Background: an optimization exercise with open tools, aiming at a short achievable clock period and few clock cycles. Do not read the settings as production practice.
In this exercise RTL edits were held to simulation tests only and were not proved equivalent to the original.
Power is estimated from default activity; no workload was simulated.

**design/flow/run.sh**
```bash
#!/bin/bash
# synth_recipe.tcl (not shown) runs the flow's synth.tcl, then flattens the netlist and writes it again
# the make line also repeats each setting of config.mk as NAME=value (left out here)
make -C /OpenROAD-flow-scripts/flow DESIGN_CONFIG=/design/flow/config.mk WORK_HOME=/design/flow/orfs CLKGATE_MAP_FILE= SYNTH_SCRIPT=/design/flow/synth_recipe.tcl finish
```
**design/flow/config.mk**
```make
export PLATFORM = sky130hd
export DESIGN_NAME = cpu
export DESIGN_NICKNAME = cpu
export VERILOG_FILES = /design/flow/design.v
export SDC_FILE = /design/flow/constraint.sdc
export NUM_CORES = 4
export LEC_CHECK = 0
export ABC_CLOCK_PERIOD_IN_PS = 2500
export CAP_MARGIN = 20
export CELL_PAD_IN_SITES_DETAIL_PLACEMENT = 2
export CELL_PAD_IN_SITES_GLOBAL_PLACEMENT = 4
export CORE_MARGIN = 2
export CORE_UTILIZATION = 25
export GPL_ROUTABILITY_DRIVEN = 1
export PLACE_DENSITY = 0.35
export SETUP_SLACK_MARGIN = 3.5
export SLEW_MARGIN = 20
export TNS_END_PERCENT = 5
```
**design/flow/constraint.sdc**
```tcl
create_clock -name core_clock -period 7.0 [get_ports {clk}]
set_input_delay 1.4000 -clock core_clock [delete_from_list [all_inputs] [get_ports {clk}]]
set_output_delay 1.4000 -clock core_clock [all_outputs]
set_load 0.01 [all_outputs]
```
**design/flow/design.v**
```verilog
module cpu(
    input clk,
    input reset,
    output [7:0] address,
    input [7:0] from_memory,
    output write,
    output [7:0] to_memory
);
    localparam K = 4;
    reg [7:0]   A;           
    reg [255:0] pcoh;        
    reg         cb1v, cb2v;  
    reg [K:1]   csk;         
    reg         s_b1, s_b2, s_wr;    
    reg [7:0]   R [0:15];
    reg         Z;
    reg         i_ld, i_alu, i_id, i_inc;
    reg [2:0]   i_aop;
    reg [15:0]  i_xoh;
    reg         rd_v, rd_z, rd_imm_sel;
    reg [5:0]   rd_op;       
    reg [15:0]  rd_xoh, rd_yoh;
    reg [7:0]   rd_imm;
    reg         ex_v, ex_z;
    reg [5:0]   ex_op;
    reg [15:0]  ex_xoh;
    reg [7:0]   ea, eb;      
    function [15:0] dec4(input [3:0] r);
        dec4 = 16'd1 << r;
    endfunction
    wire       cin = ex_op[1];
    wire [7:0] g0 = ea & eb, p0 = ea ^ eb;
    reg  [7:0] G1, P1, G2, P2, G3, P3;
    integer t;
    always @* begin
        for (t = 0; t < 8; t = t + 1) begin
            if (t % 2 == 1) begin G1[t] = g0[t] | (p0[t] & g0[t-1]); P1[t] = p0[t] & p0[t-1]; end
            else            begin G1[t] = g0[t]; P1[t] = p0[t]; end
        end
        for (t = 0; t < 8; t = t + 1) begin
            if (t % 4 >= 2) begin G2[t] = G1[t] | (P1[t] & G1[(t/4)*4+1]); P2[t] = P1[t] & P1[(t/4)*4+1]; end
            else            begin G2[t] = G1[t]; P2[t] = P1[t]; end
        end
        for (t = 0; t < 8; t = t + 1) begin
            if (t >= 4) begin G3[t] = G2[t] | (P2[t] & G2[3]); P3[t] = P2[t] & P2[3]; end
            else        begin G3[t] = G2[t]; P3[t] = P2[t]; end
        end
    end
    wire [7:0] carry = {G3[6:0] | (P3[6:0] & {7{cin}}), cin};
    wire [7:0] sum = p0 ^ carry;
    wire [7:0] res = ({8{ex_op[0] | ex_op[1]}} & sum) |
                     ({8{ex_op[2]}} & g0) |
                     ({8{ex_op[3]}} & (ea | eb)) |
                     ({8{ex_op[4]}} & p0) |
                     ({8{ex_op[5]}} & eb);
    wire [7:0] zt = {ea[6:0] | eb[6:0], cin};
    wire z_new = ((ex_op[0] | ex_op[1]) & (&(p0 ~^ zt))) |
                 (ex_op[2] & ~|g0) |
                 (ex_op[3] & ~|(ea | eb)) |
                 (ex_op[4] & ~|p0);
    reg [7:0] ra, rb;
    integer q;
    always @* begin
        ra = 8'd0; rb = 8'd0;
        for (q = 0; q < 16; q = q + 1) begin
            ra = ra | ({8{rd_xoh[q]}} & R[q]);
            rb = rb | ({8{rd_yoh[q]}} & R[q]);
        end
    end
    wire       fwd_a = ex_v & |(ex_xoh & rd_xoh);
    wire       fwd_b = ex_v & |(ex_xoh & rd_yoh);
    wire [7:0] a_val = fwd_a ? res : ra;
    wire [7:0] b_val = rd_imm_sel ? rd_imm : (fwd_b ? res : rb);
    wire       rd_fwd = fwd_a | (fwd_b & ~rd_imm_sel);
    wire [15:0] t_oh = dec4(from_memory[3:0]);
    reg  [7:0]  rt;
    always @* begin
        rt = 8'd0;
        for (q = 0; q < 16; q = q + 1) rt = rt | ({8{t_oh[q]}} & R[q]);
    end
    wire        fwd_t = ex_v & |(ex_xoh & t_oh);
    wire z_eff = (ex_v && ex_z) ? z_new : Z;
    assign address   = A;
    reg  [7:0] tom;              
    assign write     = s_wr;
    assign to_memory = tom;
    wire       in_ram = (A >= 8'h80) && (A < 8'hE0);
    wire [7:0] byte_now = (s_wr && in_ram) ? tom : from_memory;
    function isnop(input [7:0] o);
        isnop = !((o == 8'h80) || (o[7:4] == 4'h9) || (o[7:4] == 4'hA) ||
                  (o[7:4] == 4'h2 && (o[2:0] == 3'd0 || o[2:0] == 3'd3 || o[2:0] == 3'd4)));
    endfunction
    wire nop_now = isnop(byte_now);
    function [255:0] rot(input [255:0] v, input integer n);
        rot = (v << n) | (v >> (256 - n));
    endfunction
    wire [255:0] wen = s_b1 ? rot(pcoh, 1) : s_b2 ? rot(pcoh, 2) : pcoh;
    wire [7:0]   cd [0:255];
    wire [255:0] cv, cn;        
    genvar g;
    generate
        for (g = 0; g < 256; g = g + 1) begin : shadow
            if (g >= 224 && g < 240) begin : zero
                assign cd[g] = 8'h00;
                assign cv[g] = 1'b1;
                assign cn[g] = 1'b1;
            end else begin : ent
                reg [7:0] d;
                reg v, n;
                always @(posedge clk) if (wen[g]) d <= byte_now;
                always @(posedge clk or negedge reset)
                    if (!reset) begin
                        v <= 1'b0; n <= 1'b0;
                    end else if (wen[g]) begin
                        v <= 1'b1; n <= nop_now;
                    end
                assign cd[g] = d;
                assign cv[g] = v;
                assign cn[g] = n;
            end
        end
    endgenerate
    reg [3:0] b1x;
    reg [7:0] b2c;
    reg [K:0] lv1, lv2;
    reg [2*K:1] lnb;          
    integer e, mm;
    always @* begin
        b1x = 4'd0; b2c = 8'd0; lv1 = {(K+1){1'b0}}; lv2 = {(K+1){1'b0}}; lnb = {(2*K){1'b0}};
        for (e = 0; e < 256; e = e + 1) begin
            b1x = b1x | ({4{pcoh[e]}} & cd[(e + 1) & 255][3:0]);
            b2c = b2c | ({8{pcoh[e]}} & cd[(e + 2) & 255]);
            for (mm = 0; mm <= K; mm = mm + 1) begin
                lv1[mm] = lv1[mm] | (pcoh[e] & cv[(e + 3 * mm + 4) & 255]);
                lv2[mm] = lv2[mm] | (pcoh[e] & cv[(e + 3 * mm + 5) & 255]);
            end
            for (mm = 1; mm <= 2 * K; mm = mm + 1)
                lnb[mm] = lnb[mm] | (pcoh[e] & cn[(e + 3 * mm + 3) & 255]);
        end
    end
    function [7:0] zadj(input [7:0] a);
        if (a[7:4] == 4'hE)
            case (a[3:0])
                4'd0, 4'd3, 4'd6, 4'd9, 4'd12, 4'd15: zadj = 8'hF2;
                4'd1, 4'd4, 4'd7, 4'd10, 4'd13:       zadj = 8'hF0;
                default:                              zadj = 8'hF1;
            endcase
        else
            zadj = a;
    endfunction
    reg [K:0] nsel;
    integer u;
    reg run;
    always @* begin
        run = 1'b1;
        for (u = 0; u <= K; u = u + 1) begin
            if (u == K) nsel[u] = run;
            else begin
                nsel[u] = run & ~csk[u+1];
                run = run & csk[u+1];
            end
        end
    end
    reg [7:0]   nxt_a;
    reg [255:0] nxt_oh;
    reg         nxt_v1, nxt_v2;
    reg [K:1]   nxt_sk;
    integer w;
    always @* begin
        nxt_a = 8'd0; nxt_oh = 256'd0; nxt_v1 = 1'b0; nxt_v2 = 1'b0; nxt_sk = {K{1'b0}};
        for (u = 0; u <= K; u = u + 1) begin
            nxt_a  = nxt_a  | ({8{nsel[u]}} & (A + 8'd3 * u + 8'd3));
            nxt_oh = nxt_oh | ({256{nsel[u]}} & rot(pcoh, 3 * u + 3));
            nxt_v1 = nxt_v1 | (nsel[u] & lv1[u]);
            nxt_v2 = nxt_v2 | (nsel[u] & lv2[u]);
            for (w = 1; w <= K; w = w + 1)
                nxt_sk[w] = nxt_sk[w] | (nsel[u] & lnb[u + w]);
        end
    end
    reg  [7:0]   tgt_a;
    reg  [255:0] tgt_oh;
    wire [7:0]   tgt_new = zadj({res[6:0], 1'b0});
    reg tgt_v1, tgt_v2;
    always @* begin
        tgt_v1 = 1'b0; tgt_v2 = 1'b0;
        for (e = 0; e < 256; e = e + 1) begin
            tgt_v1 = tgt_v1 | (tgt_oh[e] & cv[(e + 1) & 255]);
            tgt_v2 = tgt_v2 | (tgt_oh[e] & cv[(e + 2) & 255]);
        end
    end
    wire s_op   = ~(s_b1 | s_b2);            
    wire [7:0] op = byte_now;
    wire k_ld   = (op == 8'h80);
    wire k_alu  = (op[7:4] == 4'h9);
    wire k_la   = k_ld | k_alu;
    wire k_id   = (op[7:4] == 4'hA);
    wire k_bx   = (op[7:4] == 4'h2);
    wire k_bra  = k_bx & (op[2:0] == 3'd0);
    wire k_bne  = k_bx & (op[2:0] == 3'd3);
    wire k_beq  = k_bx & (op[2:0] == 3'd4);
    wire k_nop  = ~(k_la | k_id | k_bra | k_bne | k_beq);
    wire stall_r0  = (rd_v & rd_xoh[0]) | (ex_v & ex_xoh[0]);
    wire stall_any = stall_r0 | (rd_v & rd_z);
    wire la_c    = cb1v & cb2v;
    wire bne_tgt = ~stall_any & ~z_eff;
    wire beq_tgt = ~stall_any &  z_eff;
    wire sel_stay = s_op & ((k_bra & stall_r0) | ((k_bne | k_beq) & stall_any));
    wire tgt_c    = s_op & k_bra & ~stall_r0;
    wire nxt_c    = s_op & (k_nop | (k_la & la_c));
    wire tgt_z0   = tgt_c | (s_op & k_bne & ~stall_any);
    wire tgt_z1   = tgt_c | (s_op & k_beq & ~stall_any);
    wire nxt_z0   = nxt_c | (s_op & k_beq & ~stall_any);
    wire nxt_z1   = nxt_c | (s_op & k_bne & ~stall_any);
    wire sel_tgt  = z_eff ? tgt_z1 : tgt_z0;
    wire sel_nxt  = z_eff ? nxt_z1 : nxt_z0;
    wire sel_b1   = s_op & ((k_la & ~la_c) | k_id);    
    wire sel_b2   = s_b1 & ~i_id;                       
    wire sel_p3a1 = s_b2;                               
    wire sel_p3a2 = s_b1 & i_id;                        
    wire sel_keep = sel_stay | sel_b1 | sel_b2;         
    wire sel_p3   = sel_p3a1 | sel_p3a2;
    wire [7:0] a_base =
        ({8{sel_stay}} & A) |
        ({8{sel_b1 | sel_b2 | sel_p3a1}} & (A + 8'd1)) |
        ({8{sel_p3a2}} & (A + 8'd2));
    wire [7:0] a_next0 = a_base | ({8{tgt_z0}} & tgt_a) | ({8{nxt_z0}} & nxt_a);
    wire [7:0] a_next1 = a_base | ({8{tgt_z1}} & tgt_a) | ({8{nxt_z1}} & nxt_a);
    wire [7:0] a_next  = z_eff ? a_next1 : a_next0;
    wire [255:0] p_base = ({256{sel_keep}} & pcoh) | ({256{sel_p3}} & rot(pcoh, 3));
    wire [255:0] p_next0 = p_base | ({256{tgt_z0}} & tgt_oh) | ({256{nxt_z0}} & nxt_oh);
    wire [255:0] p_next1 = p_base | ({256{tgt_z1}} & tgt_oh) | ({256{nxt_z1}} & nxt_oh);
    wire [255:0] pcoh_next = z_eff ? p_next1 : p_next0;
    wire c1_base = (sel_keep & cb1v) | (sel_p3 & lv1[0]);
    wire c2_base = (sel_keep & cb2v) | (sel_p3 & lv2[0]);
    wire cb1v_next = z_eff ? (c1_base | (tgt_z1 & tgt_v1) | (nxt_z1 & nxt_v1))
                           : (c1_base | (tgt_z0 & tgt_v1) | (nxt_z0 & nxt_v1));
    wire cb2v_next = z_eff ? (c2_base | (tgt_z1 & tgt_v2) | (nxt_z1 & nxt_v2))
                           : (c2_base | (tgt_z0 & tgt_v2) | (nxt_z0 & nxt_v2));
    wire [K:1] csk_base = ({K{sel_keep}} & csk) | ({K{sel_p3}} & lnb[K:1]);
    wire [K:1] csk_next = z_eff ? (csk_base | ({K{nxt_z1}} & nxt_sk))
                                : (csk_base | ({K{nxt_z0}} & nxt_sk));
    function [5:0] aluop(input [2:0] f);
        case (f)
            3'd1: aluop = 6'b000010;
            3'd2: aluop = 6'b000100;
            3'd3: aluop = 6'b001000;
            3'd4: aluop = 6'b010000;
            default: aluop = 6'b000001;
        endcase
    endfunction
    wire is_la_c = s_op & k_la & la_c;           
    wire is_id_b = s_b1 & i_id;                  
    wire is_la_2 = s_b2;                         
    wire issue   = is_la_c | is_id_b | is_la_2;
    wire [7:0]  incdec_i  = i_inc ? 8'h01 : 8'hFF;
    wire [15:0] rd_xoh_n = s_b2 ? i_xoh : s_b1 ? dec4(from_memory[3:0]) : dec4(b1x);
    wire [15:0] rd_yoh_n = s_b2 ? dec4(from_memory[3:0]) : dec4(b2c[3:0]);
    wire [7:0]  rd_imm_n = s_b2 ? from_memory : s_b1 ? incdec_i : b2c;
    wire        rd_imm_sel_n = s_op ? k_ld : (i_ld | i_id);
    wire        rd_z_n = s_op ? k_alu : (i_alu | i_id);
    wire [5:0]  rd_op_n = s_op ? (k_ld ? 6'b100000 : aluop(op[2:0]))
                               : (i_ld ? 6'b100000 : i_id ? 6'b000001 : aluop(i_aop));
    integer k;
    always @(posedge clk or negedge reset) begin
        if (!reset) begin
            A <= 8'd0; pcoh <= 256'd1;
            tgt_a <= 8'd0; tgt_oh <= 256'd1;
            cb1v <= 1'b0; cb2v <= 1'b0; csk <= {K{1'b0}};
            s_b1 <= 1'b0; s_b2 <= 1'b0; s_wr <= 1'b0; Z <= 1'b0;
            i_ld <= 1'b0; i_alu <= 1'b0; i_id <= 1'b0; i_inc <= 1'b0;
            i_aop <= 3'd0; i_xoh <= 16'd0;
            rd_v <= 1'b0; rd_z <= 1'b0; rd_imm_sel <= 1'b0; rd_op <= 6'd0;
            rd_xoh <= 16'd0; rd_yoh <= 16'd0; rd_imm <= 8'd0;
            ex_v <= 1'b0; ex_z <= 1'b0; ex_op <= 6'd0; ex_xoh <= 16'd0;
            ea <= 8'd0; eb <= 8'd0; tom <= 8'd0;
            for (k = 0; k < 16; k = k + 1) R[k] <= 8'd0;
        end else begin
            if (ex_v) begin
                for (k = 0; k < 16; k = k + 1)
                    if (ex_xoh[k]) R[k] <= res;
                if (ex_xoh[0]) begin
                    tgt_a  <= tgt_new;
                    tgt_oh <= 256'd1 << tgt_new;
                end
                if (ex_z) Z <= z_new;
            end
            ex_v <= rd_v; ex_z <= rd_z; ex_op <= rd_op; ex_xoh <= rd_xoh;
            ea <= a_val;
            eb <= rd_op[1] ? ~b_val : b_val;
            A    <= a_next;
            pcoh <= pcoh_next;
            cb1v <= cb1v_next; cb2v <= cb2v_next; csk <= csk_next;
            s_b1 <= sel_b1;
            s_b2 <= sel_b2;
            s_wr <= is_id_b;
            if (is_id_b) tom <= fwd_t ? res : rt;
            if (s_op) begin
                i_ld <= k_ld; i_alu <= k_alu; i_id <= k_id;
                i_inc <= (op == 8'hA0); i_aop <= op[2:0];
            end
            if (sel_b2) i_xoh <= dec4(from_memory[3:0]);
            rd_v <= issue;
            if (issue) begin
                rd_z <= rd_z_n; rd_xoh <= rd_xoh_n; rd_yoh <= rd_yoh_n;
                rd_imm <= rd_imm_n; rd_imm_sel <= rd_imm_sel_n; rd_op <= rd_op_n;
            end
        end
    end
endmodule
```
==> results.txt <==
[synthesized netlist by cell type, types with 7 or more instances]
cell,instances,area [um2]
buf_1,464,1742
nor2b_1,10,62.56
a211o_1,12,105.1
o22ai_1,8,50.05
edfxtp_1,1920,57660
a211oi_1,15,112.6
nand3b_1,259,1944
a222oi_1,16,160.2
a22o_1,1303,11410
o211ai_1,265,1989
buf_2,82,410.4
nand2_1,486,1824
and4_1,15,131.4
a21oi_1,432,2162
nand4_1,613,3835
nor2_1,767,2879
nor3_1,63,315.3
or2_2,7,43.79
clkbuf_1,1532,5751
and3_1,16,100.1
ha_1,27,337.8
nand2b_1,507,3172
inv_1,280,1051
a31oi_1,274,1714
nor4_1,136,850.8
a221oi_1,1580,13840
dfrtp_1,1264,31630
or4_1,36,270.3
a32o_1,10,100.1
and2_1,164,1026
mux2i_1,257,2572
nand3_1,165,825.8
xor2_1,15,131.4
mux2_2,271,3052
nor3b_1,11,82.58
xnor2_1,10,87.58
o21ai_1,16,80.08
a22oi_1,1710,12840
o31ai_1,14,105.1
o21ai_0,169,845.8
[metrics by stage]
stage          instance area, um2  instances  hold slack [ns]  setup slack (ns)  total power, mW
2_1_floorplan              168200      15290           0.3519             2.346            59.32
3_3_place_gp               189500      24140           0.3599            0.8318            134.3
3_5_place_dp               189900      24160           0.3685             1.137            134.7
4_1_cts                    217900      25670           0.1448             2.904            167.7
[power groups by stage]
stage	combinational (mW)	clock, mW	sequential, mW
floorplan	30.0	0	29.3
global placement	89.8	0	44.5
detailed placement	89.8	0	44.8
CTS	107	22.4	38.3
[cells by family after synthesis]
logic type / Yosys count / share of synthesized area, %
AOI/OAI and AO/OA: 5886 / 27.40
xor gates and xnor gates: 25 / 0.1302
adders and majority gates: 29 / 0.2247
buffers and inverters: 2363 / 5.345
DFF: 3186 / 53.13
muxes: 528 / 3.344
and+or+nand+nor: 3272 / 10.43
[layer usage]
metal / GRT overflow / global-route usage [%]
met1: 15 / 83.69
met2: 216 / 88.87
met3: 27 / 73.53
met4: 209 / 74.46
met5: 1 / 62.42
[repair_timing]
action,4_1_cts
endpoints found under the setup margin,2063
pin swaps,227
gates cloned,19
setup buffers,755
resized for setup,1252
[worst max-delay path by stage]
stage,depth (start not counted),start,end
CTS,11,pcoh[83],csk[2]
detailed placement,9,from_memory[2],pcoh[90]
global placement,9,pcoh[57],csk[2]
floorplan,7,from_memory[4],rd_op[1]
==> impl_metrics.env <==
export IMPL_stop_error="[ERROR GRT-0116] Global routing finished with congestion. Check the congestion regions in the DRC Viewer."
export IMPL_grt_max_degree=240
export IMPL_ys_dominant_reg_cell="edfxtp_1"
export IMPL_yosysWarnings=2
export IMPL_syn_area_per_cell_um2=11.00
export IMPL_die_h_um=824.2
export IMPL_lastStage="global routing"
export IMPL_hpwl_um=1788000
export IMPL_grt_pass1_wl_um=3526000
export IMPL_syn_inst=15290
export IMPL_clock_path_buffers=4
export IMPL_yosysSeqAreaShare_pct=53.13
export IMPL_track_usage_pct=81.13
export IMPL_hold_buffers=0
export IMPL_start_util_pct=25.06
export IMPL_synth_area_mm2=0.1682
export IMPL_synth_edf_count=1920
export IMPL_synthArstFlopShare_pct=39.74
export IMPL_root_buffer="clkbuf_16"
export IMPL_cts_htree_levels=5
export IMPL_rows=301
export IMPL_synthesis_nets=15330
export IMPL_cts_sinks=3186
export IMPL_status="did not finish"
export IMPL_grt_overflow=468
export IMPL_floorplan_die_width_um=824.2
export IMPL_cts_made_buffers=390
export IMPL_globalplace_congestion=1.207
export IMPL_first_global_vias=239100
export IMPL_io_buffers=26
export IMPL_io_pins=27
export IMPL_synth_cell_types=84
export IMPL_yosys_register_bits=3186
Testbench counts, summed over its fixed seeds: cycles 26,620.
